Context: an optimization exercise on an open-source flow, tuned for small area. The choices shown serve that exercise and are no tape-out recipe.
In this exercise RTL edits were held to simulation tests only and were not proved equivalent to the original.

==> flow/design.v (outline; a module is shown in full before it is edited, if it fits) <==
// module Data_MUX: 14 lines
// module Decoder: 286 lines
// module ALU: 178 lines
// module Division_Mod: 123 lines
// module EX_Stage: 57 lines
// module PC_MOD: 25 lines
// module Inst_Reg: 34 lines
// module Reg_Block: 25 lines
// module Dec_To_Ex_Reg: 91 lines
// module Ex_To_Mem_Reg: 44 lines
// module Mem_To_WB_Reg: 29 lines
// module ImagineThinker: 61 lines
module ImagineThinker(clk,rst,inst_addr,inst_data,data_addr,data_rdata,data_wdata,data_we);
  // ...
==> flow/run.sh <==
#!/bin/bash
# synth_recipe.tcl (not shown) runs the flow's synth.tcl, then flattens the netlist and writes it again
# the make line also repeats each setting of config.mk as NAME=value (left out here)
make -C /OpenROAD-flow-scripts/flow DESIGN_CONFIG=/design/flow/config.mk WORK_HOME=/design/flow/orfs CLKGATE_MAP_FILE= SYNTH_SCRIPT=/design/flow/synth_recipe.tcl finish
==> flow/config.mk <==
export PLATFORM = sky130hd
export DESIGN_NAME = ImagineThinker
export DESIGN_NICKNAME = ImagineThinker
export VERILOG_FILES = /design/flow/design.v
export SDC_FILE = /design/flow/constraint.sdc
export NUM_CORES = 4
export LEC_CHECK = 0
export CAP_MARGIN = 20
export CORE_MARGIN = 2
export CORE_UTILIZATION = 40
export SLEW_MARGIN = 20
==> flow/constraint.sdc <==
create_clock -name core_clock -period 10.0 [get_ports {clk}]
set_input_delay 2.0000 -clock core_clock [delete_from_list [all_inputs] [get_ports {clk}]]
set_output_delay 2.0000 -clock core_clock [all_outputs]
set_load 0.01 [all_outputs]
==> reports/results.txt, run 1 <==
post-route DRC violation count: 0
Final Instance Count excl. Fillers: 7710
worst hold path type: flip-flop to flip-flop
crit share post-route: 89.32%
status: finished clean
Post-synth top flop: edfxtp_1
Mapped Area: 59170 sq um
vias per std cell: 5.468
final routed wire length divided by cell count: 23.21 um
largest contributor to cell area by class: multi-input combinational cells
critical hold path startpoint: ETM_Reg.C_Rego[1]$_SDFFE_PP0N_
actual transition at the worst max-transition pin: 1.141 ns
post-synthesis simple-gate area fraction: 8.918%
most common cell after layout, fill and taps aside: inv_1
library cells used by synthesis: 90
Die X-Extent: 388.6 um
well tap count: 1930
maximum cell stage delay along the critical path: 0.81 ns
TritonCTS Buffers: 83
Endpoint, Worst Hold: MTW_Reg.C_Rego[1]$_SDFFE_PP0N_
number of sequential cells in the layout: 789
non-clock inverter count: 724
amount of wire on met3 after detailed routing: 14.16 mm
==> module ImagineThinker, before the edit <==
module ImagineThinker(clk,rst,inst_addr,inst_data,data_addr,data_rdata,data_wdata,data_we);
    input clk;
	 input rst;
	 output [15:0] inst_addr;
	 input [31:0] inst_data;
	 output [15:0] data_addr;
	 input [15:0] data_rdata;
	 output [15:0] data_wdata;
	 output data_we;
	 wire stall; 
	 wire [15:0] BranchAmmount; 
	 wire shouldJump; 
	 wire [15:0] dataAddr; 
	 wire [15:0] dataOut; 
	 wire [15:0] inData; 
	 wire memWE;  
	 wire [15:0] Data_In; 
	 wire [7:0] Addr_In; 
	 wire WE; 
	 wire [15:0] PC;
	 PC_MOD pc(shouldJump,BranchAmmount,clk,PC,stall,rst);
	 wire [31:0] nextInst;
	 assign inst_addr = PC;
	 assign nextInst = inst_data;
	 assign data_addr = dataAddr;
	 assign dataOut = data_rdata;
	 assign data_wdata = inData;
	 assign data_we = memWE;
	 wire [7:0] Opo;
	 wire [7:0] Ao;
	 wire [7:0] Bo;
	 wire [7:0] Co;
	 Inst_Reg instReg(nextInst[31:24],nextInst[23:16],nextInst[15:8],nextInst[7:0],Opo,Ao,Bo,Co,stall,clk,rst);
	 wire J,B,Mem,Store,Div,Im,MWE,Mux,RWE;
	 Decoder dec(Opo,J,B,Mem,Store,Div,Im,MWE,Mux,RWE);
	 wire [15:0] DATA_A;
	 wire [15:0] DATA_B;
    Reg_Block regBlock(Ao,Bo,Addr_In,Data_In,WE,DATA_A,DATA_B,clk);
	 wire Jo2,Bo2,Memo2,Storeo2,Divo2,Imo2,MWEo2,Muxo2,RWEo2;
	 wire [15:0] DATA_Ao2;
	 wire [15:0] DATA_Bo2;
	 wire [7:0]Ao2;
	 wire [7:0]B_Rego2;
	 wire [7:0]Co2;
	 wire [3:0]Opo2;
	 Dec_To_Ex_Reg DTE_Reg(J,Jo2,B,Bo2,Mem,Memo2,Store,Storeo2,Div,Divo2,Im,Imo2,MWE,MWEo2,
							Mux,Muxo2,RWE,RWEo2,DATA_A,DATA_Ao2,DATA_B,DATA_Bo2,Ao,Ao2,
							Bo,B_Rego2,Co,Co2,stall,clk,Opo[3:0],Opo2,rst);
	 wire MWEo3,Muxo3,RWEo3;
	 wire [15:0] ALU_Resulto3;
	 wire [15:0] DATA_Bo3;
	 wire [7:0] C_Rego3;
	 EX_Stage ExStage(Jo2,Bo2,Memo2,Storeo2,Divo2,Imo2,Opo2,MWEo2,Muxo2,RWEo2,DATA_Ao2,DATA_Bo2,Ao2,B_Rego2,Co2,clk,
						shouldJump,stall,MWEo3,Muxo3,RWEo3,ALU_Resulto3,DATA_Bo3,C_Rego3,BranchAmmount,rst);
	 wire Muxo4,RWEo4;
	 wire [7:0] C_Rego4;
	 Ex_To_Mem_Reg ETM_Reg(MWEo3,memWE,Muxo3,Muxo4,RWEo3,RWEo4,ALU_Resulto3,dataAddr,DATA_Bo3,inData,C_Rego3,C_Rego4,clk,stall,rst);
	 wire [15:0] finalStore;
	 Data_MUX DMux(dataOut,dataAddr,Muxo4,finalStore);
	 Mem_To_WB_Reg MTW_Reg(RWEo4,WE,finalStore,Data_In,C_Rego4,Addr_In,clk,stall,rst);
endmodule
==> run 2, diff against run 1 <==
==> flow/design.v (replaced) <==
module it_mul1(x1, x2, y1, y2, s, u);
    input [7:0] x1, x2, y1, y2;
    input s;
    output [16:0] u;
    wire m1_1;
    wire m1_2;
    assign m1_1 = (x1[0] & y1[6]) ^ (x1[1] & y1[5]) ^ (x1[2] & y1[4]);
    assign m1_2 = ((x1[0] & y1[6]) & (x1[1] & y1[5])) | ((x1[2] & y1[4]) & ((x1[0] & y1[6]) ^ (x1[1] & y1[5])));
    wire m1_3;
    wire m1_4;
    assign m1_3 = ~(x1[0] & y1[7]) ^ (x1[1] & y1[6]) ^ (x1[2] & y1[5]);
    assign m1_4 = (~(x1[0] & y1[7]) & (x1[1] & y1[6])) | ((x1[2] & y1[5]) & (~(x1[0] & y1[7]) ^ (x1[1] & y1[6])));
    wire m1_5;
    wire m1_6;
    assign m1_5 = (x1[3] & y1[4]) ^ (x1[4] & y1[3]) ^ (x1[5] & y1[2]);
    assign m1_6 = ((x1[3] & y1[4]) & (x1[4] & y1[3])) | ((x1[5] & y1[2]) & ((x1[3] & y1[4]) ^ (x1[4] & y1[3])));
    wire m1_7;
    wire m1_8;
    assign m1_7 = (x1[6] & y1[1]) ^ ~(x1[7] & y1[0]) ^ ~(x2[0] & y2[7]);
    assign m1_8 = ((x1[6] & y1[1]) & ~(x1[7] & y1[0])) | (~(x2[0] & y2[7]) & ((x1[6] & y1[1]) ^ ~(x1[7] & y1[0])));
    wire m1_9;
    wire m1_10;
    assign m1_9 = ~(x1[1] & y1[7]) ^ (x1[2] & y1[6]) ^ (x1[3] & y1[5]);
    assign m1_10 = (~(x1[1] & y1[7]) & (x1[2] & y1[6])) | ((x1[3] & y1[5]) & (~(x1[1] & y1[7]) ^ (x1[2] & y1[6])));
    wire m1_11;
    wire m1_12;
    assign m1_11 = (x1[4] & y1[4]) ^ (x1[5] & y1[3]) ^ (x1[6] & y1[2]);
    assign m1_12 = ((x1[4] & y1[4]) & (x1[5] & y1[3])) | ((x1[6] & y1[2]) & ((x1[4] & y1[4]) ^ (x1[5] & y1[3])));
    wire m1_13;
    wire m1_14;
    assign m1_13 = ~(x1[7] & y1[1]) ^ ~(x2[1] & y2[7]);
    assign m1_14 = ~(x1[7] & y1[1]) & ~(x2[1] & y2[7]);
    wire m1_15;
    wire m1_16;
    assign m1_15 = ~(x1[2] & y1[7]) ^ (x1[3] & y1[6]) ^ (x1[4] & y1[5]);
    assign m1_16 = (~(x1[2] & y1[7]) & (x1[3] & y1[6])) | ((x1[4] & y1[5]) & (~(x1[2] & y1[7]) ^ (x1[3] & y1[6])));
    wire m1_17;
    wire m1_18;
    assign m1_17 = (x1[0] & y1[4]) ^ (x1[1] & y1[3]) ^ (x1[2] & y1[2]);
    assign m1_18 = ((x1[0] & y1[4]) & (x1[1] & y1[3])) | ((x1[2] & y1[2]) & ((x1[0] & y1[4]) ^ (x1[1] & y1[3])));
    wire m1_19;
    wire m1_20;
    assign m1_19 = (x1[0] & y1[5]) ^ (x1[1] & y1[4]) ^ (x1[2] & y1[3]);
    assign m1_20 = ((x1[0] & y1[5]) & (x1[1] & y1[4])) | ((x1[2] & y1[3]) & ((x1[0] & y1[5]) ^ (x1[1] & y1[4])));
    wire m1_21;
    wire m1_22;
    assign m1_21 = (x1[3] & y1[2]) ^ (x1[4] & y1[1]) ^ (x1[5] & y1[0]);
    assign m1_22 = ((x1[3] & y1[2]) & (x1[4] & y1[1])) | ((x1[5] & y1[0]) & ((x1[3] & y1[2]) ^ (x1[4] & y1[1])));
    wire m1_23;
    wire m1_24;
    assign m1_23 = (x2[0] & y2[5]) ^ (x2[1] & y2[4]);
    assign m1_24 = (x2[0] & y2[5]) & (x2[1] & y2[4]);
    wire m1_25;
    wire m1_26;
    assign m1_25 = m1_1 ^ (x1[3] & y1[3]) ^ (x1[4] & y1[2]);
    assign m1_26 = (m1_1 & (x1[3] & y1[3])) | ((x1[4] & y1[2]) & (m1_1 ^ (x1[3] & y1[3])));
    wire m1_27;
    wire m1_28;
    assign m1_27 = (x1[5] & y1[1]) ^ (x1[6] & y1[0]) ^ (x2[0] & y2[6]);
    assign m1_28 = ((x1[5] & y1[1]) & (x1[6] & y1[0])) | ((x2[0] & y2[6]) & ((x1[5] & y1[1]) ^ (x1[6] & y1[0])));
    wire m1_29;
    wire m1_30;
    assign m1_29 = (x2[1] & y2[5]) ^ (x2[2] & y2[4]) ^ (x2[3] & y2[3]);
    assign m1_30 = ((x2[1] & y2[5]) & (x2[2] & y2[4])) | ((x2[3] & y2[3]) & ((x2[1] & y2[5]) ^ (x2[2] & y2[4])));
    wire m1_31;
    wire m1_32;
    assign m1_31 = (x2[4] & y2[2]) ^ (x2[5] & y2[1]);
    assign m1_32 = (x2[4] & y2[2]) & (x2[5] & y2[1]);
    wire m1_33;
    wire m1_34;
    assign m1_33 = m1_3 ^ m1_5 ^ m1_7;
    assign m1_34 = (m1_3 & m1_5) | (m1_7 & (m1_3 ^ m1_5));
    wire m1_35;
    wire m1_36;
    assign m1_35 = (x2[1] & y2[6]) ^ (x2[2] & y2[5]) ^ (x2[3] & y2[4]);
    assign m1_36 = ((x2[1] & y2[6]) & (x2[2] & y2[5])) | ((x2[3] & y2[4]) & ((x2[1] & y2[6]) ^ (x2[2] & y2[5])));
    wire m1_37;
    wire m1_38;
    assign m1_37 = (x2[4] & y2[3]) ^ (x2[5] & y2[2]) ^ (x2[6] & y2[1]);
    assign m1_38 = ((x2[4] & y2[3]) & (x2[5] & y2[2])) | ((x2[6] & y2[1]) & ((x2[4] & y2[3]) ^ (x2[5] & y2[2])));
    wire m1_39;
    wire m1_40;
    assign m1_39 = ~(x2[7] & y2[0]) ^ ~(s & y2[7]) ^ 1'b1;
    assign m1_40 = (~(x2[7] & y2[0]) & ~(s & y2[7])) | (1'b1 & (~(x2[7] & y2[0]) ^ ~(s & y2[7])));
    wire m1_41;
    wire m1_42;
    assign m1_41 = m1_9 ^ m1_11 ^ m1_13;
    assign m1_42 = (m1_9 & m1_11) | (m1_13 & (m1_9 ^ m1_11));
    wire m1_43;
    wire m1_44;
    assign m1_43 = (x2[2] & y2[6]) ^ (x2[3] & y2[5]) ^ (x2[4] & y2[4]);
    assign m1_44 = ((x2[2] & y2[6]) & (x2[3] & y2[5])) | ((x2[4] & y2[4]) & ((x2[2] & y2[6]) ^ (x2[3] & y2[5])));
    wire m1_45;
    wire m1_46;
    assign m1_45 = (x2[5] & y2[3]) ^ (x2[6] & y2[2]) ^ ~(x2[7] & y2[1]);
    assign m1_46 = ((x2[5] & y2[3]) & (x2[6] & y2[2])) | (~(x2[7] & y2[1]) & ((x2[5] & y2[3]) ^ (x2[6] & y2[2])));
    wire m1_47;
    wire m1_48;
    assign m1_47 = 1'b1 ^ m1_4 ^ m1_6;
    assign m1_48 = (1'b1 & m1_4) | (m1_6 & (1'b1 ^ m1_4));
    wire m1_49;
    wire m1_50;
    assign m1_49 = m1_15 ^ (x1[5] & y1[4]) ^ (x1[6] & y1[3]);
    assign m1_50 = (m1_15 & (x1[5] & y1[4])) | ((x1[6] & y1[3]) & (m1_15 ^ (x1[5] & y1[4])));
    wire m1_51;
    wire m1_52;
    assign m1_51 = ~(x1[7] & y1[2]) ^ ~(x2[2] & y2[7]) ^ (x2[3] & y2[6]);
    assign m1_52 = (~(x1[7] & y1[2]) & ~(x2[2] & y2[7])) | ((x2[3] & y2[6]) & (~(x1[7] & y1[2]) ^ ~(x2[2] & y2[7])));
    wire m1_53;
    wire m1_54;
    assign m1_53 = (x2[4] & y2[5]) ^ (x2[5] & y2[4]) ^ (x2[6] & y2[3]);
    assign m1_54 = ((x2[4] & y2[5]) & (x2[5] & y2[4])) | ((x2[6] & y2[3]) & ((x2[4] & y2[5]) ^ (x2[5] & y2[4])));
    wire m1_55;
    wire m1_56;
    assign m1_55 = ~(x2[7] & y2[2]) ^ m1_10 ^ m1_12;
    assign m1_56 = (~(x2[7] & y2[2]) & m1_10) | (m1_12 & (~(x2[7] & y2[2]) ^ m1_10));
    wire m1_57;
    wire m1_58;
    assign m1_57 = ~(x1[3] & y1[7]) ^ (x1[4] & y1[6]) ^ (x1[5] & y1[5]);
    assign m1_58 = (~(x1[3] & y1[7]) & (x1[4] & y1[6])) | ((x1[5] & y1[5]) & (~(x1[3] & y1[7]) ^ (x1[4] & y1[6])));
    wire m1_59;
    wire m1_60;
    assign m1_59 = (x1[6] & y1[4]) ^ ~(x1[7] & y1[3]) ^ ~(x2[3] & y2[7]);
    assign m1_60 = ((x1[6] & y1[4]) & ~(x1[7] & y1[3])) | (~(x2[3] & y2[7]) & ((x1[6] & y1[4]) ^ ~(x1[7] & y1[3])));
    wire m1_61;
    wire m1_62;
    assign m1_61 = (x2[4] & y2[6]) ^ (x2[5] & y2[5]) ^ (x2[6] & y2[4]);
    assign m1_62 = ((x2[4] & y2[6]) & (x2[5] & y2[5])) | ((x2[6] & y2[4]) & ((x2[4] & y2[6]) ^ (x2[5] & y2[5])));
    wire m1_63;
    wire m1_64;
    assign m1_63 = ~(x1[4] & y1[7]) ^ (x1[5] & y1[6]) ^ (x1[6] & y1[5]);
    assign m1_64 = (~(x1[4] & y1[7]) & (x1[5] & y1[6])) | ((x1[6] & y1[5]) & (~(x1[4] & y1[7]) ^ (x1[5] & y1[6])));
    wire m1_65;
    wire m1_66;
    assign m1_65 = (x1[0] & y1[2]) ^ (x1[1] & y1[1]);
    assign m1_66 = (x1[0] & y1[2]) & (x1[1] & y1[1]);
    wire m1_67;
    wire m1_68;
    assign m1_67 = (x1[0] & y1[3]) ^ (x1[1] & y1[2]) ^ (x1[2] & y1[1]);
    assign m1_68 = ((x1[0] & y1[3]) & (x1[1] & y1[2])) | ((x1[2] & y1[1]) & ((x1[0] & y1[3]) ^ (x1[1] & y1[2])));
    wire m1_69;
    wire m1_70;
    assign m1_69 = (x1[3] & y1[0]) ^ (x2[0] & y2[3]) ^ (x2[1] & y2[2]);
    assign m1_70 = ((x1[3] & y1[0]) & (x2[0] & y2[3])) | ((x2[1] & y2[2]) & ((x1[3] & y1[0]) ^ (x2[0] & y2[3])));
    wire m1_71;
    wire m1_72;
    assign m1_71 = m1_17 ^ (x1[3] & y1[1]) ^ (x1[4] & y1[0]);
    assign m1_72 = (m1_17 & (x1[3] & y1[1])) | ((x1[4] & y1[0]) & (m1_17 ^ (x1[3] & y1[1])));
    wire m1_73;
    wire m1_74;
    assign m1_73 = (x2[0] & y2[4]) ^ (x2[1] & y2[3]) ^ (x2[2] & y2[2]);
    assign m1_74 = ((x2[0] & y2[4]) & (x2[1] & y2[3])) | ((x2[2] & y2[2]) & ((x2[0] & y2[4]) ^ (x2[1] & y2[3])));
    wire m1_75;
    wire m1_76;
    assign m1_75 = (x2[3] & y2[1]) ^ (x2[4] & y2[0]);
    assign m1_76 = (x2[3] & y2[1]) & (x2[4] & y2[0]);
    wire m1_77;
    wire m1_78;
    assign m1_77 = m1_19 ^ m1_21 ^ m1_23;
    assign m1_78 = (m1_19 & m1_21) | (m1_23 & (m1_19 ^ m1_21));
    wire m1_79;
    wire m1_80;
    assign m1_79 = (x2[2] & y2[3]) ^ (x2[3] & y2[2]) ^ (x2[4] & y2[1]);
    assign m1_80 = ((x2[2] & y2[3]) & (x2[3] & y2[2])) | ((x2[4] & y2[1]) & ((x2[2] & y2[3]) ^ (x2[3] & y2[2])));
    wire m1_81;
    wire m1_82;
    assign m1_81 = (x2[5] & y2[0]) ^ (s & y2[5]) ^ m1_18;
    assign m1_82 = ((x2[5] & y2[0]) & (s & y2[5])) | (m1_18 & ((x2[5] & y2[0]) ^ (s & y2[5])));
    wire m1_83;
    wire m1_84;
    assign m1_83 = m1_25 ^ m1_27 ^ m1_29;
    assign m1_84 = (m1_25 & m1_27) | (m1_29 & (m1_25 ^ m1_27));
    wire m1_85;
    wire m1_86;
    assign m1_85 = m1_31 ^ (x2[6] & y2[0]) ^ (s & y2[6]);
    assign m1_86 = (m1_31 & (x2[6] & y2[0])) | ((s & y2[6]) & (m1_31 ^ (x2[6] & y2[0])));
    wire m1_87;
    wire m1_88;
    assign m1_87 = m1_20 ^ m1_22 ^ m1_24;
    assign m1_88 = (m1_20 & m1_22) | (m1_24 & (m1_20 ^ m1_22));
    wire m1_89;
    wire m1_90;
    assign m1_89 = m1_33 ^ m1_35 ^ m1_37;
    assign m1_90 = (m1_33 & m1_35) | (m1_37 & (m1_33 ^ m1_35));
    wire m1_91;
    wire m1_92;
    assign m1_91 = m1_39 ^ m1_2 ^ m1_26;
    assign m1_92 = (m1_39 & m1_2) | (m1_26 & (m1_39 ^ m1_2));
    wire m1_93;
    wire m1_94;
    assign m1_93 = m1_28 ^ m1_30 ^ m1_32;
    assign m1_94 = (m1_28 & m1_30) | (m1_32 & (m1_28 ^ m1_30));
    wire m1_95;
    wire m1_96;
    assign m1_95 = m1_41 ^ m1_43 ^ m1_45;
    assign m1_96 = (m1_41 & m1_43) | (m1_45 & (m1_41 ^ m1_43));
    wire m1_97;
    wire m1_98;
    assign m1_97 = m1_47 ^ m1_8 ^ m1_34;
    assign m1_98 = (m1_47 & m1_8) | (m1_34 & (m1_47 ^ m1_8));
    wire m1_99;
    wire m1_100;
    assign m1_99 = m1_36 ^ m1_38 ^ m1_40;
    assign m1_100 = (m1_36 & m1_38) | (m1_40 & (m1_36 ^ m1_38));
    wire m1_101;
    wire m1_102;
    assign m1_101 = m1_49 ^ m1_51 ^ m1_53;
    assign m1_102 = (m1_49 & m1_51) | (m1_53 & (m1_49 ^ m1_51));
    wire m1_103;
    wire m1_104;
    assign m1_103 = m1_55 ^ m1_14 ^ m1_42;
    assign m1_104 = (m1_55 & m1_14) | (m1_42 & (m1_55 ^ m1_14));
    wire m1_105;
    wire m1_106;
    assign m1_105 = m1_44 ^ m1_46 ^ m1_48;
    assign m1_106 = (m1_44 & m1_46) | (m1_48 & (m1_44 ^ m1_46));
    wire m1_107;
    wire m1_108;
    assign m1_107 = m1_57 ^ m1_59 ^ m1_61;
    assign m1_108 = (m1_57 & m1_59) | (m1_61 & (m1_57 ^ m1_59));
    wire m1_109;
    wire m1_110;
    assign m1_109 = ~(x2[7] & y2[3]) ^ m1_16 ^ m1_50;
    assign m1_110 = (~(x2[7] & y2[3]) & m1_16) | (m1_50 & (~(x2[7] & y2[3]) ^ m1_16));
    wire m1_111;
    wire m1_112;
    assign m1_111 = m1_52 ^ m1_54 ^ m1_56;
    assign m1_112 = (m1_52 & m1_54) | (m1_56 & (m1_52 ^ m1_54));
    wire m1_113;
    wire m1_114;
    assign m1_113 = m1_63 ^ ~(x1[7] & y1[4]) ^ ~(x2[4] & y2[7]);
    assign m1_114 = (m1_63 & ~(x1[7] & y1[4])) | (~(x2[4] & y2[7]) & (m1_63 ^ ~(x1[7] & y1[4])));
    wire m1_115;
    wire m1_116;
    assign m1_115 = (x2[5] & y2[6]) ^ (x2[6] & y2[5]) ^ ~(x2[7] & y2[4]);
    assign m1_116 = ((x2[5] & y2[6]) & (x2[6] & y2[5])) | (~(x2[7] & y2[4]) & ((x2[5] & y2[6]) ^ (x2[6] & y2[5])));
    wire m1_117;
    wire m1_118;
    assign m1_117 = m1_58 ^ m1_60 ^ m1_62;
    assign m1_118 = (m1_58 & m1_60) | (m1_62 & (m1_58 ^ m1_60));
    wire m1_119;
    wire m1_120;
    assign m1_119 = ~(x1[5] & y1[7]) ^ (x1[6] & y1[6]) ^ ~(x1[7] & y1[5]);
    assign m1_120 = (~(x1[5] & y1[7]) & (x1[6] & y1[6])) | (~(x1[7] & y1[5]) & (~(x1[5] & y1[7]) ^ (x1[6] & y1[6])));
    wire m1_121;
    wire m1_122;
    assign m1_121 = ~(x2[5] & y2[7]) ^ (x2[6] & y2[6]) ^ ~(x2[7] & y2[5]);
    assign m1_122 = (~(x2[5] & y2[7]) & (x2[6] & y2[6])) | (~(x2[7] & y2[5]) & (~(x2[5] & y2[7]) ^ (x2[6] & y2[6])));
    wire m1_123;
    wire m1_124;
    assign m1_123 = (x1[0] & y1[1]) ^ (x1[1] & y1[0]);
    assign m1_124 = (x1[0] & y1[1]) & (x1[1] & y1[0]);
    wire m1_125;
    wire m1_126;
    assign m1_125 = m1_65 ^ (x1[2] & y1[0]) ^ (x2[0] & y2[2]);
    assign m1_126 = (m1_65 & (x1[2] & y1[0])) | ((x2[0] & y2[2]) & (m1_65 ^ (x1[2] & y1[0])));
    wire m1_127;
    wire m1_128;
    assign m1_127 = (x2[1] & y2[1]) ^ (x2[2] & y2[0]);
    assign m1_128 = (x2[1] & y2[1]) & (x2[2] & y2[0]);
    wire m1_129;
    wire m1_130;
    assign m1_129 = m1_67 ^ m1_69 ^ (x2[2] & y2[1]);
    assign m1_130 = (m1_67 & m1_69) | ((x2[2] & y2[1]) & (m1_67 ^ m1_69));
    wire m1_131;
    wire m1_132;
    assign m1_131 = (x2[3] & y2[0]) ^ (s & y2[3]) ^ m1_66;
    assign m1_132 = ((x2[3] & y2[0]) & (s & y2[3])) | (m1_66 & ((x2[3] & y2[0]) ^ (s & y2[3])));
    wire m1_133;
    wire m1_134;
    assign m1_133 = m1_71 ^ m1_73 ^ m1_75;
    assign m1_134 = (m1_71 & m1_73) | (m1_75 & (m1_71 ^ m1_73));
    wire m1_135;
    wire m1_136;
    assign m1_135 = (s & y2[4]) ^ m1_68 ^ m1_70;
    assign m1_136 = ((s & y2[4]) & m1_68) | (m1_70 & ((s & y2[4]) ^ m1_68));
    wire m1_137;
    wire m1_138;
    assign m1_137 = m1_77 ^ m1_79 ^ m1_81;
    assign m1_138 = (m1_77 & m1_79) | (m1_81 & (m1_77 ^ m1_79));
    wire m1_139;
    wire m1_140;
    assign m1_139 = m1_72 ^ m1_74 ^ m1_76;
    assign m1_140 = (m1_72 & m1_74) | (m1_76 & (m1_72 ^ m1_74));
    wire m1_141;
    wire m1_142;
    assign m1_141 = m1_83 ^ m1_85 ^ m1_87;
    assign m1_142 = (m1_83 & m1_85) | (m1_87 & (m1_83 ^ m1_85));
    wire m1_143;
    wire m1_144;
    assign m1_143 = m1_78 ^ m1_80 ^ m1_82;
    assign m1_144 = (m1_78 & m1_80) | (m1_82 & (m1_78 ^ m1_80));
    wire m1_145;
    wire m1_146;
    assign m1_145 = m1_89 ^ m1_91 ^ m1_93;
    assign m1_146 = (m1_89 & m1_91) | (m1_93 & (m1_89 ^ m1_91));
    wire m1_147;
    wire m1_148;
    assign m1_147 = m1_84 ^ m1_86 ^ m1_88;
    assign m1_148 = (m1_84 & m1_86) | (m1_88 & (m1_84 ^ m1_86));
    wire m1_149;
    wire m1_150;
    assign m1_149 = m1_95 ^ m1_97 ^ m1_99;
    assign m1_150 = (m1_95 & m1_97) | (m1_99 & (m1_95 ^ m1_97));
    wire m1_151;
    wire m1_152;
    assign m1_151 = m1_90 ^ m1_92 ^ m1_94;
    assign m1_152 = (m1_90 & m1_92) | (m1_94 & (m1_90 ^ m1_92));
    wire m1_153;
    wire m1_154;
    assign m1_153 = m1_101 ^ m1_103 ^ m1_105;
    assign m1_154 = (m1_101 & m1_103) | (m1_105 & (m1_101 ^ m1_103));
    wire m1_155;
    wire m1_156;
    assign m1_155 = m1_96 ^ m1_98 ^ m1_100;
    assign m1_156 = (m1_96 & m1_98) | (m1_100 & (m1_96 ^ m1_98));
    wire m1_157;
    wire m1_158;
    assign m1_157 = m1_107 ^ m1_109 ^ m1_111;
    assign m1_158 = (m1_107 & m1_109) | (m1_111 & (m1_107 ^ m1_109));
    wire m1_159;
    wire m1_160;
    assign m1_159 = m1_102 ^ m1_104 ^ m1_106;
    assign m1_160 = (m1_102 & m1_104) | (m1_106 & (m1_102 ^ m1_104));
    wire m1_161;
    wire m1_162;
    assign m1_161 = m1_113 ^ m1_115 ^ m1_117;
    assign m1_162 = (m1_113 & m1_115) | (m1_117 & (m1_113 ^ m1_115));
    wire m1_163;
    wire m1_164;
    assign m1_163 = m1_108 ^ m1_110 ^ m1_112;
    assign m1_164 = (m1_108 & m1_110) | (m1_112 & (m1_108 ^ m1_110));
    wire m1_165;
    wire m1_166;
    assign m1_165 = m1_119 ^ m1_121 ^ m1_64;
    assign m1_166 = (m1_119 & m1_121) | (m1_64 & (m1_119 ^ m1_121));
    wire m1_167;
    wire m1_168;
    assign m1_167 = m1_114 ^ m1_116 ^ m1_118;
    assign m1_168 = (m1_114 & m1_116) | (m1_118 & (m1_114 ^ m1_116));
    wire m1_169;
    wire m1_170;
    assign m1_169 = ~(x1[6] & y1[7]) ^ ~(x1[7] & y1[6]) ^ ~(x2[6] & y2[7]);
    assign m1_170 = (~(x1[6] & y1[7]) & ~(x1[7] & y1[6])) | (~(x2[6] & y2[7]) & (~(x1[6] & y1[7]) ^ ~(x1[7] & y1[6])));
    wire m1_171;
    wire m1_172;
    assign m1_171 = ~(x2[7] & y2[6]) ^ m1_120 ^ m1_122;
    assign m1_172 = (~(x2[7] & y2[6]) & m1_120) | (m1_122 & (~(x2[7] & y2[6]) ^ m1_120));
    wire m1_173;
    wire m1_174;
    assign m1_173 = m1_123 ^ (x2[0] & y2[1]);
    assign m1_174 = m1_123 & (x2[0] & y2[1]);
    wire m1_175;
    wire m1_176;
    assign m1_175 = m1_125 ^ m1_127 ^ (s & y2[2]);
    assign m1_176 = (m1_125 & m1_127) | ((s & y2[2]) & (m1_125 ^ m1_127));
    wire m1_177;
    wire m1_178;
    assign m1_177 = m1_129 ^ m1_131 ^ m1_126;
    assign m1_178 = (m1_129 & m1_131) | (m1_126 & (m1_129 ^ m1_131));
    wire m1_179;
    wire m1_180;
    assign m1_179 = m1_133 ^ m1_135 ^ m1_130;
    assign m1_180 = (m1_133 & m1_135) | (m1_130 & (m1_133 ^ m1_135));
    wire m1_181;
    wire m1_182;
    assign m1_181 = m1_137 ^ m1_139 ^ m1_134;
    assign m1_182 = (m1_137 & m1_139) | (m1_134 & (m1_137 ^ m1_139));
    wire m1_183;
    wire m1_184;
    assign m1_183 = m1_141 ^ m1_143 ^ m1_138;
    assign m1_184 = (m1_141 & m1_143) | (m1_138 & (m1_141 ^ m1_143));
    wire m1_185;
    wire m1_186;
    assign m1_185 = m1_145 ^ m1_147 ^ m1_142;
    assign m1_186 = (m1_145 & m1_147) | (m1_142 & (m1_145 ^ m1_147));
    wire m1_187;
    wire m1_188;
    assign m1_187 = m1_149 ^ m1_151 ^ m1_146;
    assign m1_188 = (m1_149 & m1_151) | (m1_146 & (m1_149 ^ m1_151));
    wire m1_189;
    wire m1_190;
    assign m1_189 = m1_153 ^ m1_155 ^ m1_150;
    assign m1_190 = (m1_153 & m1_155) | (m1_150 & (m1_153 ^ m1_155));
    wire m1_191;
    wire m1_192;
    assign m1_191 = m1_157 ^ m1_159 ^ m1_154;
    assign m1_192 = (m1_157 & m1_159) | (m1_154 & (m1_157 ^ m1_159));
    wire m1_193;
    wire m1_194;
    assign m1_193 = m1_161 ^ m1_163 ^ m1_158;
    assign m1_194 = (m1_161 & m1_163) | (m1_158 & (m1_161 ^ m1_163));
    wire m1_195;
    wire m1_196;
    assign m1_195 = m1_165 ^ m1_167 ^ m1_162;
    assign m1_196 = (m1_165 & m1_167) | (m1_162 & (m1_165 ^ m1_167));
    wire m1_197;
    wire m1_198;
    assign m1_197 = m1_169 ^ m1_171 ^ m1_166;
    assign m1_198 = (m1_169 & m1_171) | (m1_166 & (m1_169 ^ m1_171));
    wire m1_199;
    wire m1_200;
    assign m1_199 = (x1[7] & y1[7]) ^ (x2[7] & y2[7]) ^ m1_170;
    assign m1_200 = ((x1[7] & y1[7]) & (x2[7] & y2[7])) | (m1_170 & ((x1[7] & y1[7]) ^ (x2[7] & y2[7])));
    wire m1_201;
    wire m1_202;
    assign m1_201 = (x1[0] & y1[0]) ^ (x2[0] & y2[0]);
    assign m1_202 = (x1[0] & y1[0]) & (x2[0] & y2[0]);
    wire m1_203;
    wire m1_204;
    assign m1_203 = m1_173 ^ (x2[1] & y2[0]) ^ (s & y2[1]);
    assign m1_204 = (m1_173 & (x2[1] & y2[0])) | ((s & y2[1]) & (m1_173 ^ (x2[1] & y2[0])));
    wire m1_205;
    wire m1_206;
    assign m1_205 = m1_175 ^ m1_124 ^ m1_174;
    assign m1_206 = (m1_175 & m1_124) | (m1_174 & (m1_175 ^ m1_124));
    wire m1_207;
    wire m1_208;
    assign m1_207 = m1_177 ^ m1_128 ^ m1_176;
    assign m1_208 = (m1_177 & m1_128) | (m1_176 & (m1_177 ^ m1_128));
    wire m1_209;
    wire m1_210;
    assign m1_209 = m1_179 ^ m1_132 ^ m1_178;
    assign m1_210 = (m1_179 & m1_132) | (m1_178 & (m1_179 ^ m1_132));
    wire m1_211;
    wire m1_212;
    assign m1_211 = m1_181 ^ m1_136 ^ m1_180;
    assign m1_212 = (m1_181 & m1_136) | (m1_180 & (m1_181 ^ m1_136));
    wire m1_213;
    wire m1_214;
    assign m1_213 = m1_183 ^ m1_140 ^ m1_182;
    assign m1_214 = (m1_183 & m1_140) | (m1_182 & (m1_183 ^ m1_140));
    wire m1_215;
    wire m1_216;
    assign m1_215 = m1_185 ^ m1_144 ^ m1_184;
    assign m1_216 = (m1_185 & m1_144) | (m1_184 & (m1_185 ^ m1_144));
    wire m1_217;
    wire m1_218;
    assign m1_217 = m1_187 ^ m1_148 ^ m1_186;
    assign m1_218 = (m1_187 & m1_148) | (m1_186 & (m1_187 ^ m1_148));
    wire m1_219;
    wire m1_220;
    assign m1_219 = m1_189 ^ m1_152 ^ m1_188;
    assign m1_220 = (m1_189 & m1_152) | (m1_188 & (m1_189 ^ m1_152));
    wire m1_221;
    wire m1_222;
    assign m1_221 = m1_191 ^ m1_156 ^ m1_190;
    assign m1_222 = (m1_191 & m1_156) | (m1_190 & (m1_191 ^ m1_156));
    wire m1_223;
    wire m1_224;
    assign m1_223 = m1_193 ^ m1_160 ^ m1_192;
    assign m1_224 = (m1_193 & m1_160) | (m1_192 & (m1_193 ^ m1_160));
    wire m1_225;
    wire m1_226;
    assign m1_225 = m1_195 ^ m1_164 ^ m1_194;
    assign m1_226 = (m1_195 & m1_164) | (m1_194 & (m1_195 ^ m1_164));
    wire m1_227;
    wire m1_228;
    assign m1_227 = m1_197 ^ m1_168 ^ m1_196;
    assign m1_228 = (m1_197 & m1_168) | (m1_196 & (m1_197 ^ m1_168));
    wire m1_229;
    wire m1_230;
    assign m1_229 = m1_199 ^ m1_172 ^ m1_198;
    assign m1_230 = (m1_199 & m1_172) | (m1_198 & (m1_199 ^ m1_172));
    wire m1_231;
    wire m1_232;
    assign m1_231 = m1_201 ^ (s & y2[0]);
    assign m1_232 = m1_201 & (s & y2[0]);
    assign u[0] = m1_231;
    wire m1_233;
    wire m1_234;
    assign m1_233 = m1_203 ^ m1_202 ^ m1_232;
    assign m1_234 = (m1_203 & m1_202) | (m1_232 & (m1_203 ^ m1_202));
    assign u[1] = m1_233;
    wire m1_235;
    wire m1_236;
    assign m1_235 = m1_205 ^ m1_204 ^ m1_234;
    assign m1_236 = (m1_205 & m1_204) | (m1_234 & (m1_205 ^ m1_204));
    assign u[2] = m1_235;
    wire m1_237;
    wire m1_238;
    assign m1_237 = m1_207 ^ m1_206 ^ m1_236;
    assign m1_238 = (m1_207 & m1_206) | (m1_236 & (m1_207 ^ m1_206));
    assign u[3] = m1_237;
    wire m1_239;
    wire m1_240;
    assign m1_239 = m1_209 ^ m1_208 ^ m1_238;
    assign m1_240 = (m1_209 & m1_208) | (m1_238 & (m1_209 ^ m1_208));
    assign u[4] = m1_239;
    wire m1_241;
    wire m1_242;
    assign m1_241 = m1_211 ^ m1_210 ^ m1_240;
    assign m1_242 = (m1_211 & m1_210) | (m1_240 & (m1_211 ^ m1_210));
    assign u[5] = m1_241;
    wire m1_243;
    wire m1_244;
    assign m1_243 = m1_213 ^ m1_212 ^ m1_242;
    assign m1_244 = (m1_213 & m1_212) | (m1_242 & (m1_213 ^ m1_212));
    assign u[6] = m1_243;
    wire m1_245;
    wire m1_246;
    assign m1_245 = m1_215 ^ m1_214 ^ m1_244;
    assign m1_246 = (m1_215 & m1_214) | (m1_244 & (m1_215 ^ m1_214));
    assign u[7] = m1_245;
    wire m1_247;
    wire m1_248;
    assign m1_247 = m1_217 ^ m1_216 ^ m1_246;
    assign m1_248 = (m1_217 & m1_216) | (m1_246 & (m1_217 ^ m1_216));
    assign u[8] = m1_247;
    wire m1_249;
    wire m1_250;
    assign m1_249 = m1_219 ^ m1_218 ^ m1_248;
    assign m1_250 = (m1_219 & m1_218) | (m1_248 & (m1_219 ^ m1_218));
    assign u[9] = m1_249;
    wire m1_251;
    wire m1_252;
    assign m1_251 = m1_221 ^ m1_220 ^ m1_250;
    assign m1_252 = (m1_221 & m1_220) | (m1_250 & (m1_221 ^ m1_220));
    assign u[10] = m1_251;
    wire m1_253;
    wire m1_254;
    assign m1_253 = m1_223 ^ m1_222 ^ m1_252;
    assign m1_254 = (m1_223 & m1_222) | (m1_252 & (m1_223 ^ m1_222));
    assign u[11] = m1_253;
    wire m1_255;
    wire m1_256;
    assign m1_255 = m1_225 ^ m1_224 ^ m1_254;
    assign m1_256 = (m1_225 & m1_224) | (m1_254 & (m1_225 ^ m1_224));
    assign u[12] = m1_255;
    wire m1_257;
    wire m1_258;
    assign m1_257 = m1_227 ^ m1_226 ^ m1_256;
    assign m1_258 = (m1_227 & m1_226) | (m1_256 & (m1_227 ^ m1_226));
    assign u[13] = m1_257;
    wire m1_259;
    wire m1_260;
    assign m1_259 = m1_229 ^ m1_228 ^ m1_258;
    assign m1_260 = (m1_229 & m1_228) | (m1_258 & (m1_229 ^ m1_228));
    assign u[14] = m1_259;
    wire m1_261;
    wire m1_262;
    assign m1_261 = m1_200 ^ m1_230 ^ m1_260;
    assign m1_262 = (m1_200 & m1_230) | (m1_260 & (m1_200 ^ m1_230));
    assign u[15] = m1_261;
    wire m1_263;
    wire m1_264;
    assign m1_263 = 1'b1 ^ m1_262;
    assign m1_264 = 1'b1 & m1_262;
    assign u[16] = m1_263;
endmodule
module it_mul2(a1, a2, b1, b2, u);
    input [7:0] a1, a2, b1, b2;
    output [7:0] u;
    wire m2_1;
    wire m2_2;
    assign m2_1 = (a1[0] & b2[6]) ^ (a1[1] & b2[5]);
    assign m2_2 = (a1[0] & b2[6]) & (a1[1] & b2[5]);
    wire m2_3;
    wire m2_4;
    assign m2_3 = (a1[0] & b2[7]) ^ (a1[1] & b2[6]) ^ (a1[2] & b2[5]);
    assign m2_4 = ((a1[0] & b2[7]) & (a1[1] & b2[6])) | ((a1[2] & b2[5]) & ((a1[0] & b2[7]) ^ (a1[1] & b2[6])));
    wire m2_5;
    wire m2_6;
    assign m2_5 = (a1[3] & b2[4]) ^ (a1[4] & b2[3]) ^ (a1[5] & b2[2]);
    assign m2_6 = ((a1[3] & b2[4]) & (a1[4] & b2[3])) | ((a1[5] & b2[2]) & ((a1[3] & b2[4]) ^ (a1[4] & b2[3])));
    wire m2_7;
    wire m2_8;
    assign m2_7 = (a1[0] & b2[4]) ^ (a1[1] & b2[3]);
    assign m2_8 = (a1[0] & b2[4]) & (a1[1] & b2[3]);
    wire m2_9;
    wire m2_10;
    assign m2_9 = (a1[0] & b2[5]) ^ (a1[1] & b2[4]) ^ (a1[2] & b2[3]);
    assign m2_10 = ((a1[0] & b2[5]) & (a1[1] & b2[4])) | ((a1[2] & b2[3]) & ((a1[0] & b2[5]) ^ (a1[1] & b2[4])));
    wire m2_11;
    wire m2_12;
    assign m2_11 = (a1[3] & b2[2]) ^ (a1[4] & b2[1]) ^ (a1[5] & b2[0]);
    assign m2_12 = ((a1[3] & b2[2]) & (a1[4] & b2[1])) | ((a1[5] & b2[0]) & ((a1[3] & b2[2]) ^ (a1[4] & b2[1])));
    wire m2_13;
    wire m2_14;
    assign m2_13 = m2_1 ^ (a1[2] & b2[4]) ^ (a1[3] & b2[3]);
    assign m2_14 = (m2_1 & (a1[2] & b2[4])) | ((a1[3] & b2[3]) & (m2_1 ^ (a1[2] & b2[4])));
    wire m2_15;
    wire m2_16;
    assign m2_15 = (a1[4] & b2[2]) ^ (a1[5] & b2[1]) ^ (a1[6] & b2[0]);
    assign m2_16 = ((a1[4] & b2[2]) & (a1[5] & b2[1])) | ((a1[6] & b2[0]) & ((a1[4] & b2[2]) ^ (a1[5] & b2[1])));
    wire m2_17;
    wire m2_18;
    assign m2_17 = (a2[0] & b1[6]) ^ (a2[1] & b1[5]) ^ (a2[2] & b1[4]);
    assign m2_18 = ((a2[0] & b1[6]) & (a2[1] & b1[5])) | ((a2[2] & b1[4]) & ((a2[0] & b1[6]) ^ (a2[1] & b1[5])));
    wire m2_19;
    wire m2_20;
    assign m2_19 = m2_3 ^ m2_5 ^ (a1[6] & b2[1]);
    assign m2_20 = (m2_3 & m2_5) | ((a1[6] & b2[1]) & (m2_3 ^ m2_5));
    wire m2_21;
    wire m2_22;
    assign m2_21 = (a1[7] & b2[0]) ^ (a2[0] & b1[7]) ^ (a2[1] & b1[6]);
    assign m2_22 = ((a1[7] & b2[0]) & (a2[0] & b1[7])) | ((a2[1] & b1[6]) & ((a1[7] & b2[0]) ^ (a2[0] & b1[7])));
    wire m2_23;
    wire m2_24;
    assign m2_23 = (a2[2] & b1[5]) ^ (a2[3] & b1[4]) ^ (a2[4] & b1[3]);
    assign m2_24 = ((a2[2] & b1[5]) & (a2[3] & b1[4])) | ((a2[4] & b1[3]) & ((a2[2] & b1[5]) ^ (a2[3] & b1[4])));
    wire m2_25;
    wire m2_26;
    assign m2_25 = (a2[5] & b1[2]) ^ (a2[6] & b1[1]);
    assign m2_26 = (a2[5] & b1[2]) & (a2[6] & b1[1]);
    wire m2_27;
    wire m2_28;
    assign m2_27 = (a1[0] & b2[3]) ^ (a1[1] & b2[2]) ^ (a1[2] & b2[1]);
    assign m2_28 = ((a1[0] & b2[3]) & (a1[1] & b2[2])) | ((a1[2] & b2[1]) & ((a1[0] & b2[3]) ^ (a1[1] & b2[2])));
    wire m2_29;
    wire m2_30;
    assign m2_29 = m2_7 ^ (a1[2] & b2[2]) ^ (a1[3] & b2[1]);
    assign m2_30 = (m2_7 & (a1[2] & b2[2])) | ((a1[3] & b2[1]) & (m2_7 ^ (a1[2] & b2[2])));
    wire m2_31;
    wire m2_32;
    assign m2_31 = (a1[4] & b2[0]) ^ (a2[0] & b1[4]) ^ (a2[1] & b1[3]);
    assign m2_32 = ((a1[4] & b2[0]) & (a2[0] & b1[4])) | ((a2[1] & b1[3]) & ((a1[4] & b2[0]) ^ (a2[0] & b1[4])));
    wire m2_33;
    wire m2_34;
    assign m2_33 = m2_9 ^ m2_11 ^ (a2[0] & b1[5]);
    assign m2_34 = (m2_9 & m2_11) | ((a2[0] & b1[5]) & (m2_9 ^ m2_11));
    wire m2_35;
    wire m2_36;
    assign m2_35 = (a2[1] & b1[4]) ^ (a2[2] & b1[3]) ^ (a2[3] & b1[2]);
    assign m2_36 = ((a2[1] & b1[4]) & (a2[2] & b1[3])) | ((a2[3] & b1[2]) & ((a2[1] & b1[4]) ^ (a2[2] & b1[3])));
    wire m2_37;
    wire m2_38;
    assign m2_37 = (a2[4] & b1[1]) ^ (a2[5] & b1[0]);
    assign m2_38 = (a2[4] & b1[1]) & (a2[5] & b1[0]);
    wire m2_39;
    wire m2_40;
    assign m2_39 = m2_13 ^ m2_15 ^ m2_17;
    assign m2_40 = (m2_13 & m2_15) | (m2_17 & (m2_13 ^ m2_15));
    wire m2_41;
    wire m2_42;
    assign m2_41 = (a2[3] & b1[3]) ^ (a2[4] & b1[2]) ^ (a2[5] & b1[1]);
    assign m2_42 = ((a2[3] & b1[3]) & (a2[4] & b1[2])) | ((a2[5] & b1[1]) & ((a2[3] & b1[3]) ^ (a2[4] & b1[2])));
    wire m2_43;
    wire m2_44;
    assign m2_43 = (a2[6] & b1[0]) ^ m2_10 ^ m2_12;
    assign m2_44 = ((a2[6] & b1[0]) & m2_10) | (m2_12 & ((a2[6] & b1[0]) ^ m2_10));
    wire m2_45;
    wire m2_46;
    assign m2_45 = m2_19 ^ m2_21 ^ m2_23;
    assign m2_46 = (m2_19 & m2_21) | (m2_23 & (m2_19 ^ m2_21));
    wire m2_47;
    wire m2_48;
    assign m2_47 = m2_25 ^ (a2[7] & b1[0]) ^ m2_2;
    assign m2_48 = (m2_25 & (a2[7] & b1[0])) | (m2_2 & (m2_25 ^ (a2[7] & b1[0])));
    wire m2_49;
    wire m2_50;
    assign m2_49 = m2_14 ^ m2_16 ^ m2_18;
    assign m2_50 = (m2_14 & m2_16) | (m2_18 & (m2_14 ^ m2_16));
    wire m2_51;
    wire m2_52;
    assign m2_51 = (a1[0] & b2[2]) ^ (a1[1] & b2[1]) ^ (a1[2] & b2[0]);
    assign m2_52 = ((a1[0] & b2[2]) & (a1[1] & b2[1])) | ((a1[2] & b2[0]) & ((a1[0] & b2[2]) ^ (a1[1] & b2[1])));
    wire m2_53;
    wire m2_54;
    assign m2_53 = m2_27 ^ (a1[3] & b2[0]) ^ (a2[0] & b1[3]);
    assign m2_54 = (m2_27 & (a1[3] & b2[0])) | ((a2[0] & b1[3]) & (m2_27 ^ (a1[3] & b2[0])));
    wire m2_55;
    wire m2_56;
    assign m2_55 = (a2[1] & b1[2]) ^ (a2[2] & b1[1]);
    assign m2_56 = (a2[1] & b1[2]) & (a2[2] & b1[1]);
    wire m2_57;
    wire m2_58;
    assign m2_57 = m2_29 ^ m2_31 ^ (a2[2] & b1[2]);
    assign m2_58 = (m2_29 & m2_31) | ((a2[2] & b1[2]) & (m2_29 ^ m2_31));
    wire m2_59;
    wire m2_60;
    assign m2_59 = (a2[3] & b1[1]) ^ (a2[4] & b1[0]) ^ m2_28;
    assign m2_60 = ((a2[3] & b1[1]) & (a2[4] & b1[0])) | (m2_28 & ((a2[3] & b1[1]) ^ (a2[4] & b1[0])));
    wire m2_61;
    wire m2_62;
    assign m2_61 = m2_33 ^ m2_35 ^ m2_37;
    assign m2_62 = (m2_33 & m2_35) | (m2_37 & (m2_33 ^ m2_35));
    wire m2_63;
    wire m2_64;
    assign m2_63 = m2_8 ^ m2_30 ^ m2_32;
    assign m2_64 = (m2_8 & m2_30) | (m2_32 & (m2_8 ^ m2_30));
    wire m2_65;
    wire m2_66;
    assign m2_65 = m2_39 ^ m2_41 ^ m2_43;
    assign m2_66 = (m2_39 & m2_41) | (m2_43 & (m2_39 ^ m2_41));
    wire m2_67;
    wire m2_68;
    assign m2_67 = m2_34 ^ m2_36 ^ m2_38;
    assign m2_68 = (m2_34 & m2_36) | (m2_38 & (m2_34 ^ m2_36));
    wire m2_69;
    wire m2_70;
    assign m2_69 = m2_45 ^ m2_47 ^ m2_49;
    assign m2_70 = (m2_45 & m2_47) | (m2_49 & (m2_45 ^ m2_47));
    wire m2_71;
    wire m2_72;
    assign m2_71 = m2_40 ^ m2_42 ^ m2_44;
    assign m2_72 = (m2_40 & m2_42) | (m2_44 & (m2_40 ^ m2_42));
    wire m2_73;
    wire m2_74;
    assign m2_73 = (a1[0] & b2[1]) ^ (a1[1] & b2[0]);
    assign m2_74 = (a1[0] & b2[1]) & (a1[1] & b2[0]);
    wire m2_75;
    wire m2_76;
    assign m2_75 = m2_51 ^ (a2[0] & b1[2]) ^ (a2[1] & b1[1]);
    assign m2_76 = (m2_51 & (a2[0] & b1[2])) | ((a2[1] & b1[1]) & (m2_51 ^ (a2[0] & b1[2])));
    wire m2_77;
    wire m2_78;
    assign m2_77 = m2_53 ^ m2_55 ^ (a2[3] & b1[0]);
    assign m2_78 = (m2_53 & m2_55) | ((a2[3] & b1[0]) & (m2_53 ^ m2_55));
    wire m2_79;
    wire m2_80;
    assign m2_79 = m2_57 ^ m2_59 ^ m2_54;
    assign m2_80 = (m2_57 & m2_59) | (m2_54 & (m2_57 ^ m2_59));
    wire m2_81;
    wire m2_82;
    assign m2_81 = m2_61 ^ m2_63 ^ m2_58;
    assign m2_82 = (m2_61 & m2_63) | (m2_58 & (m2_61 ^ m2_63));
    wire m2_83;
    wire m2_84;
    assign m2_83 = m2_65 ^ m2_67 ^ m2_62;
    assign m2_84 = (m2_65 & m2_67) | (m2_62 & (m2_65 ^ m2_67));
    wire m2_85;
    wire m2_86;
    assign m2_85 = m2_69 ^ m2_71 ^ m2_66;
    assign m2_86 = (m2_69 & m2_71) | (m2_66 & (m2_69 ^ m2_71));
    wire m2_87;
    wire m2_88;
    assign m2_87 = m2_73 ^ (a2[0] & b1[1]);
    assign m2_88 = m2_73 & (a2[0] & b1[1]);
    wire m2_89;
    wire m2_90;
    assign m2_89 = m2_75 ^ (a2[2] & b1[0]) ^ m2_74;
    assign m2_90 = (m2_75 & (a2[2] & b1[0])) | (m2_74 & (m2_75 ^ (a2[2] & b1[0])));
    wire m2_91;
    wire m2_92;
    assign m2_91 = m2_77 ^ m2_52 ^ m2_76;
    assign m2_92 = (m2_77 & m2_52) | (m2_76 & (m2_77 ^ m2_52));
    wire m2_93;
    wire m2_94;
    assign m2_93 = m2_79 ^ m2_56 ^ m2_78;
    assign m2_94 = (m2_79 & m2_56) | (m2_78 & (m2_79 ^ m2_56));
    wire m2_95;
    wire m2_96;
    assign m2_95 = m2_81 ^ m2_60 ^ m2_80;
    assign m2_96 = (m2_81 & m2_60) | (m2_80 & (m2_81 ^ m2_60));
    wire m2_97;
    wire m2_98;
    assign m2_97 = m2_83 ^ m2_64 ^ m2_82;
    assign m2_98 = (m2_83 & m2_64) | (m2_82 & (m2_83 ^ m2_64));
    wire m2_99;
    wire m2_100;
    assign m2_99 = m2_85 ^ m2_68 ^ m2_84;
    assign m2_100 = (m2_85 & m2_68) | (m2_84 & (m2_85 ^ m2_68));
    wire m2_101;
    wire m2_102;
    assign m2_101 = (a1[0] & b2[0]) ^ (a2[0] & b1[0]);
    assign m2_102 = (a1[0] & b2[0]) & (a2[0] & b1[0]);
    assign u[0] = m2_101;
    wire m2_103;
    wire m2_104;
    assign m2_103 = m2_87 ^ (a2[1] & b1[0]) ^ m2_102;
    assign m2_104 = (m2_87 & (a2[1] & b1[0])) | (m2_102 & (m2_87 ^ (a2[1] & b1[0])));
    assign u[1] = m2_103;
    wire m2_105;
    wire m2_106;
    assign m2_105 = m2_89 ^ m2_88 ^ m2_104;
    assign m2_106 = (m2_89 & m2_88) | (m2_104 & (m2_89 ^ m2_88));
    assign u[2] = m2_105;
    wire m2_107;
    wire m2_108;
    assign m2_107 = m2_91 ^ m2_90 ^ m2_106;
    assign m2_108 = (m2_91 & m2_90) | (m2_106 & (m2_91 ^ m2_90));
    assign u[3] = m2_107;
    wire m2_109;
    wire m2_110;
    assign m2_109 = m2_93 ^ m2_92 ^ m2_108;
    assign m2_110 = (m2_93 & m2_92) | (m2_108 & (m2_93 ^ m2_92));
    assign u[4] = m2_109;
    wire m2_111;
    wire m2_112;
    assign m2_111 = m2_95 ^ m2_94 ^ m2_110;
    assign m2_112 = (m2_95 & m2_94) | (m2_110 & (m2_95 ^ m2_94));
    assign u[5] = m2_111;
    wire m2_113;
    wire m2_114;
    assign m2_113 = m2_97 ^ m2_96 ^ m2_112;
    assign m2_114 = (m2_97 & m2_96) | (m2_112 & (m2_97 ^ m2_96));
    assign u[6] = m2_113;
    wire m2_115;
    wire m2_116;
    assign m2_115 = m2_99 ^ m2_98 ^ m2_114;
    assign m2_116 = (m2_99 & m2_98) | (m2_114 & (m2_99 ^ m2_98));
    assign u[7] = m2_115;
endmodule
`timescale 1ns / 1ps
module ImagineThinker(clk,rst,inst_addr,inst_data,data_addr,data_rdata,data_wdata,data_we);
    input clk;
    input rst;
    output [15:0] inst_addr;
    input [31:0] inst_data;
    output [15:0] data_addr;
    input [15:0] data_rdata;
    output [15:0] data_wdata;
    output data_we;
    reg [15:0] pc;
    reg [7:0]  d_op, d_a, d_b, d_c;           
    reg [7:0]  e_op, e_a, e_b, e_c;           
    reg [15:0] e_da, e_db;
    reg [15:0] m_res, m_wdata;                
    reg        m_we, m_rwe, m_ld;
    reg [4:0]  m_c;
    reg        comp;                          
    reg [3:0]  st;                            
    reg [15:0] p1, p2;                        
    reg [5:0]  l1, l2;                        
    reg        n1, n2;                        
    wire stall;
    function [16:0] radd16;
        input [15:0] x, y;
        input c;
        integer k;
        reg cc;
        begin
            cc = c;
            for (k = 0; k < 16; k = k + 1) begin
                radd16[k] = x[k] ^ y[k] ^ cc;
                cc = (x[k] & y[k]) | (cc & (x[k] ^ y[k]));
            end
            radd16[16] = cc;
        end
    endfunction
    function [8:0] radd8;
        input [7:0] x, y;
        input c;
        integer k;
        reg cc;
        begin
            cc = c;
            for (k = 0; k < 8; k = k + 1) begin
                radd8[k] = x[k] ^ y[k] ^ cc;
                cc = (x[k] & y[k]) | (cc & (x[k] ^ y[k]));
            end
            radd8[8] = cc;
        end
    endfunction
    function [15:0] rinc16;
        input [15:0] x;
        input c;
        integer k;
        reg cc;
        begin
            cc = c;
            for (k = 0; k < 16; k = k + 1) begin
                rinc16[k] = x[k] ^ cc;
                cc = x[k] & cc;
            end
        end
    endfunction
    function [7:0] rinc8;
        input [7:0] x;
        input c;
        integer k;
        reg cc;
        begin
            cc = c;
            for (k = 0; k < 8; k = k + 1) begin
                rinc8[k] = x[k] ^ cc;
                cc = x[k] & cc;
            end
        end
    endfunction
    reg [15:0] rf [0:31];
    wire       rf_we = m_rwe & ~stall & ~rst;
    wire [15:0] rf_wd = m_ld ? data_rdata : m_res;
    always @(posedge clk)
        if (rf_we) rf[m_c] <= rf_wd;
    reg [15:0] rd_a, rd_b;
    integer i;
    always @* begin
        rd_a = 16'd0;
        rd_b = 16'd0;
        for (i = 0; i < 32; i = i + 1) begin
            rd_a = rd_a | (rf[i] & {16{d_a[4:0] == i}});
            rd_b = rd_b | (rf[i] & {16{d_b[4:0] == i}});
        end
    end
    always @(posedge clk)
        if (rst) begin
            d_op <= 8'h08;
        end else if (~stall) begin
            d_op <= inst_data[31:24];
        end
    always @(posedge clk)
        if (~stall) begin
            d_a <= inst_data[23:16];
            d_b <= inst_data[15:8];
            d_c <= inst_data[7:0];
        end
    always @(posedge clk)
        if (rst) begin
            e_op <= 8'h08;
        end else if (~stall) begin
            e_op <= d_op;
        end
    always @(posedge clk)
        if (~stall) begin
            e_a  <= d_a;
            e_b  <= d_b;
            e_c  <= d_c;
            e_da <= rd_a;
            e_db <= rd_b;
        end
    wire [3:0] op = e_op[3:0];
    wire is_j   = (e_op == 8'hB0);
    wire is_br  = (e_op == 8'h90);
    wire is_st  = (e_op == 8'h8F);
    wire is_ld  = (e_op == 8'h9F);
    wire is_mem = is_st | is_ld;
    wire is_div = (e_op == 8'h83);
    wire is_im  = (e_op == 8'hA0);
    wire is_rwe = (e_op[7:3] == 5'b10000) | is_im | is_ld;
    wire [7:0] a1 = e_da[15:8];
    wire [7:0] a2 = e_da[7:0];
    wire [7:0] b1 = e_db[15:8];
    wire [7:0] b2 = e_db[7:0];
    wire sub  = (op == 4'd1) | ((op >= 4'd9) & (op <= 4'd14));
    wire link = (op == 4'd15);
    wire [15:0] yb  = is_mem ? {8'd0, (is_st ? e_c : e_b)} : e_db;
    wire [15:0] yv  = yb ^ {16{sub}};
    wire [8:0]  slo = radd8(a2, yv[7:0], sub);
    wire [8:0]  shi = radd8(a1, yv[15:8], (link ? slo[8] : sub));
    wire eq1 = (shi[7:0] == 8'd0);
    wire eq2 = (slo[7:0] == 8'd0);
    wire lt1 = ~shi[8];
    wire cmp_res = (op == 4'd9)  ? lt1 :
                   (op == 4'd10) ? (eq1 & eq2) :
                   (op == 4'd11) ? (lt1 | eq1) :
                   (op == 4'd12) ? ~(lt1 | eq1) :
                   (op == 4'd13) ? ~(eq1 & eq2) :
                                   ~lt1;
    wire is_cmp = (op >= 4'd9) & (op <= 4'd14);
    wire div_op = (op == 4'd3);
    wire ph_c1  = div_op & (st == 4'd0);
    wire ph_c2  = div_op & (st == 4'd8);
    wire ph_den = div_op & ~ph_c1 & ~ph_c2;
    wire [7:0] x1 = ph_den ? b1 : (ph_c2 ? a2 : a1);
    wire [7:0] x2 = ph_den ? b2 : (ph_c2 ? a1 : a2);
    wire neg2nd = ~(ph_c1 | ph_den);
    wire [7:0] x2n = x2 ^ {8{neg2nd}};
    wire [16:0] u1;
    wire [7:0]  u2;
    it_mul1 mul1(.x1(x1), .x2(x2n), .y1(b1), .y2(b2), .s(neg2nd), .u(u1));
    it_mul2 mul2(.a1(a1), .a2(a2), .b1(b1), .b2(b2), .u(u2));
    wire        u1neg = u1[16];
    wire [15:0] u1mag = rinc16(u1[15:0] ^ {16{u1neg}}, u1neg);
    wire [15:0] den   = u1[15:0];
    wire [16:0] df1 = radd16(p1, ~den, 1'b1);
    wire [16:0] df2 = radd16(p2, ~den, 1'b1);
    wire ge1 = df1[16];
    wire ge2 = df2[16];
    wire [15:0] r1 = ge1 ? df1[15:0] : p1;
    wire [15:0] r2 = ge2 ? df2[15:0] : p2;
    wire step = ph_den & (st != 4'd1);
    always @(posedge clk) begin
        if (ph_c1) begin
            p1 <= {6'd0, u1mag[15:6]};
            l1 <= u1mag[5:0];
            n1 <= u1neg;
        end else if (step) begin
            p1 <= {r1[14:0], l1[5]};
            l1 <= {l1[4:0], ge1};
        end
        if (ph_c2) begin
            p2 <= {6'd0, u1mag[15:6]};
            l2 <= u1mag[5:0];
            n2 <= u1neg;
        end else if (step) begin
            p2 <= {r2[14:0], l2[5]};
            l2 <= {l2[4:0], ge2};
        end
    end
    wire [7:0] q1 = {1'b0, l1, ge1};
    wire [7:0] q2 = {1'b0, l2, ge2};
    wire [7:0] dv1 = rinc8(q1 ^ {8{n1}}, n1);
    wire [7:0] dv2 = rinc8(q2 ^ {8{n2}}, n2);
    always @(posedge clk)
        if (rst) st <= 4'd0;
        else if (div_op) st <= (st == 4'd0) ? 4'd8 : st - 4'd1;
    assign stall = div_op & (st != 4'd1);
    reg [15:0] alu;
    always @* begin
        case (op)
            4'd0, 4'd1, 4'd15: alu = {shi[7:0], slo[7:0]};
            4'd2:  alu = {u1[7:0], u2};
            4'd3:  alu = is_div ? {dv1, dv2} : 16'd0;
            4'd4:  alu = {a1, 8'd0};
            4'd5:  alu = {a2, 8'd0};
            4'd6:  alu = {a1, rinc8(~a2, 1'b1)};
            4'd7:  alu = {a1, a2};
            4'd8:  alu = 16'd0;
            default: alu = {16{cmp_res}};
        endcase
    end
    wire [15:0] result = is_im ? {e_a, e_b} : alu;
    always @(posedge clk)
        if (rst) comp <= 1'b0;
        else if (is_cmp) comp <= cmp_res;
    wire jump = is_j | (is_br & comp);
    wire [15:0] ab_hi = ~rinc16({3'b000, ~e_a, ~e_b[7:3]}, 1'b1);    
    wire [15:0] pc_inc = jump ? {ab_hi[12:0], e_b[2:0]} : 16'd4;
    wire [16:0] pc_nx = radd16(pc, pc_inc, 1'b0);
    always @(posedge clk)
        if (rst) pc <= 16'd0;
        else if (~stall) pc <= pc_nx[15:0];
    always @(posedge clk)
        if (rst) begin
            m_res <= 16'd0;
            m_we  <= 1'b0;
            m_rwe <= 1'b0;
        end else if (~stall) begin
            m_res <= result;
            m_we  <= is_st;
            m_rwe <= is_rwe;
        end
    always @(posedge clk)
        if (~stall) begin
            m_ld    <= is_ld;
            m_c     <= e_c[4:0];
            m_wdata <= e_db;
        end
    assign inst_addr  = pc;
    assign data_addr  = m_res;
    assign data_wdata = m_wdata;
    assign data_we    = m_we;
endmodule
--- a/flow/config.mk
+++ b/flow/config.mk
@@ -6,6 +6,7 @@
 export NUM_CORES = 4
 export LEC_CHECK = 0
+export ABC_CLOCK_PERIOD_IN_PS = 10000
 export CAP_MARGIN = 20
 export CORE_MARGIN = 2
-export CORE_UTILIZATION = 40
+export CORE_UTILIZATION = 65
 export SLEW_MARGIN = 20
==> reports/results.txt, run 2 <==
max reg flops: 512
cell with the most instances after synthesis: edfxtp_1
CTS H-Tree Depth: 3
clock transition at the registers of the reported paths: 0.06 ns
Critical Path AT: 12.39 ns
number of clock sinks: 715
synthesis-to-finish area growth: 17.80%
worst hold path type: flip-flop to flip-flop
overflow left after global routing: 0
Worst R2R Path Depth: 47
number of endpoints failing setup at the final stage: 56
library cells used by synthesis: 67 (-26%)
end of the critical path: p2[9]$_DFFE_PP_
Hold WS: 0.4203 ns
Highest Clock Rate: 0.08330 GHz
area post-placement: 41800 sq um
number of input and output port buffers inserted: 98
biggest fanout along the worst timing path: 7
share of cells above drive strength 1: 17.21%
antenna violations before repair: 7
Core Box Area: 57810 sq um
most numerous cell types in the synthesized netlist: edfxtp_1, nand2_1, a22oi_1
most frequent cells in the layout: edfxtp_1, nand2_1, a22oi_1
worst reg2reg path startpoint: e_op[3]$_SDFFE_PP1N_
die height: 246.1 um
Tmin final: 12.01 ns
largest net degree at the start of global routing: 80
post-route DRC violation count: 0 (unchanged)
final standard cell utilization of the core: 77.63%
most common cell after layout, fill and taps aside: edfxtp_1
actual transition at the worst max-transition pin: 1.403 ns (+0.2625 ns)
total nets after synthesis: 3423
Synthesis Warnings: 1
Die X-Extent: 246.1 um (-37%)
overall global routing resource usage: 53.05%
Mapped Area: 38090 sq um (-36%)
post-route ant nets: 0
Seq cells post-synth: 715
post-synth top area share: 51.08%
global-route wire length before repair: 223.6 mm
clock latency reported for the late side of the worst-skew pair: 0.67 ns
Bufs on Longest Clock Path: 3
number of search-and-repair iterations in the first detailed-routing pass: 14
Async SR Flop Fraction: 0%
final standard cell area without fillers: 44870 sq um
critical path's slowest cell: fa_1
DIE AREA: 60560 sq um
Post-synth top flop: edfxtp_1
Mapped Avg Cell Area: 12.32 sq um
Final Max Slew Viols: 0
max-cap check violation count: 0
cell count after synthesis: 3093
cell at the root of the clock tree: clkbuf_16
clock tree from TritonCTS: done
total count of hold-check failures in the final report: 0
total wire length after detailed routing: 166.2 mm
required time of the critical path: 10.38 ns
worst relative slew slack: 6.095%
crit share post-route: 120.1% (+31 points)
hold_buf cts: 0
count of flip-flops with a built-in enable after synthesis: 648
most repeated library cell on the critical path: ha_4
final routed wire length divided by cell count: 39.90 um (+72%)
endpoint kind of the worst setup timing path: flip-flop
cell type with the largest total area after synthesis: edfxtp_1
hpwl dp: 100.8 mm
setup repair after global routing missed its margin: true
setup slack after layout: -2.005 ns
Ports: 99
layout check failures: setup timing
vias per std cell: 7.868 (+44%)
via total after detailed routing: 32770
drt initial violations: 7205
critical hold path startpoint: d_a[6]$_DFFE_PN_
Starting Density: 65.90%
part of the Yosys area used for sequential elements: 54.60%
Area contributors post-synth: edfxtp_1, fa_1, a22oi_1
Final Wtd Congestion: 1.033
launching element type of the critical path: flip-flop
Register-to-Register Setup Slack: -2.01 ns
TritonCTS Buffers: 73 (-12%)
Setup crit start: e_op[3]$_SDFFE_PP1N_
via count of the first global-routing pass: 31680
num rows: 88
category of the most critical setup path: flip-flop to flip-flop
capturing point of the worst reg2reg path: p2[9]$_DFFE_PP_
maximum cell stage delay along the critical path: 0.57 ns (-0.24 ns)
clk_skew: 0.04191 ns
Layout Nets: 3668
status: complete, but fails checks
[run 2: what timing repair did]
action	in CTS	in global routing
pin swaps	22	27
resized for setup	59	60
gates cloned	0	1
setup endpoints to repair	53	56
buffers inserted	6	5
[run 2: critical path, delay by kind of cell (launching register included)]
family                   cells  cell delay, ns
adder cells (fa/ha/maj)     27            8.35
buffers and inverters        9            1.05
AND/OR/NAND/NOR              4            0.76
XOR/XNOR                     4            0.71
AO/OA/AOI/OAI                2            0.32
flip-flops                   1            0.31
multiplexers                 1            0.23
[run 2: worst min path at each step]
stage / to / slack (ns) / cells after the start
after detailed placement: e_c[6]$_DFFE_PN_ / 0.41 / 0
final: e_a[6]$_DFFE_PN_ / 0.42 / 0
after CTS: e_c[6]$_DFFE_PN_ / 0.42 / 0
after floorplan: e_a[5]$_DFFE_PN_ / 0.40 / 0
after global placement: e_b[5]$_DFFE_PN_ / 0.41 / 0
after global routing: e_a[6]$_DFFE_PN_ / 0.42 / 0
[run 2: cells by family after synthesis]
logic type      count (synthesis)  share of synthesized area, %
simple gates                  818                         10.19
compound gates                737                         14.30
flops                         715                         54.60
buf+inv                       408                         4.145
fa+ha+maj                     280                         13.39
xor+xnor                       85                         1.990
mux                            50                         1.373
[run 2: layout make-up]
cell class	instances	area, sq um
Clock inverter	40	530.5
Sequential cell	715	20800
Clock buffer	91	1924
Multi-Input combinational cell	1970	16870
Fill cell	3302	12930
Tap cell	765	957.2
Inverter	237	909.6
Antenna cell	6	15.01
Timing Repair Buffer	341	2870
[run 2: stage by stage]
step	worst slack, ns	std cells	TNS [ns]
after floorplan	-1.825	3093	-32.36
after global placement	-1.539	4018	-26.26
after detailed placement	-1.796	4018	-34.01
after CTS	-1.566	4155	-25.79
after global routing	-2.185	4161	-58.43
final	-2.005	4165	-48.77
[run 2: routing by layer]
metal / vias up / GRT usage [%] / wire [um]
li1: 12030 / - / -
met1: 15450 / 60.35 / 48750
met2: 3905 / 77.67 / 68720
met3: 1384 / 24.12 / 29760
met4: 8 / 41.37 / 18860
met5: - / 1.961 / 92

==> port drivers added, routing unchanged <==
How much do the figures lean on ideal ports? The routed layout below was timed once more, with nothing changed but the port constraints.
Step 1, drivers: a clkbuf_16 drives clk and a buf_2 each remaining input, both assumed.
Step 2 moves the port delays by t, midway between the first and last clock arrival at a register: inputs arrive t later, outputs are due t later. That takes back most of the time a late clock gives input paths.
Slacks: ideal ports / drivers / drivers and shift; pairs: ideal ports / drivers.
run: run 2
t (ns): 0.724
setup WS [ns]: -2.005 / -2.005 / -2.005
hold slack, ns: 0.420 / 0.420 / 0.420
clock arrival spread, ns: 0.043 / 0.043
pins driven straight from the clock port: 1
The setup slack of run 2 moves by 0.000 ns with the drivers and by 0.000 ns with both steps.
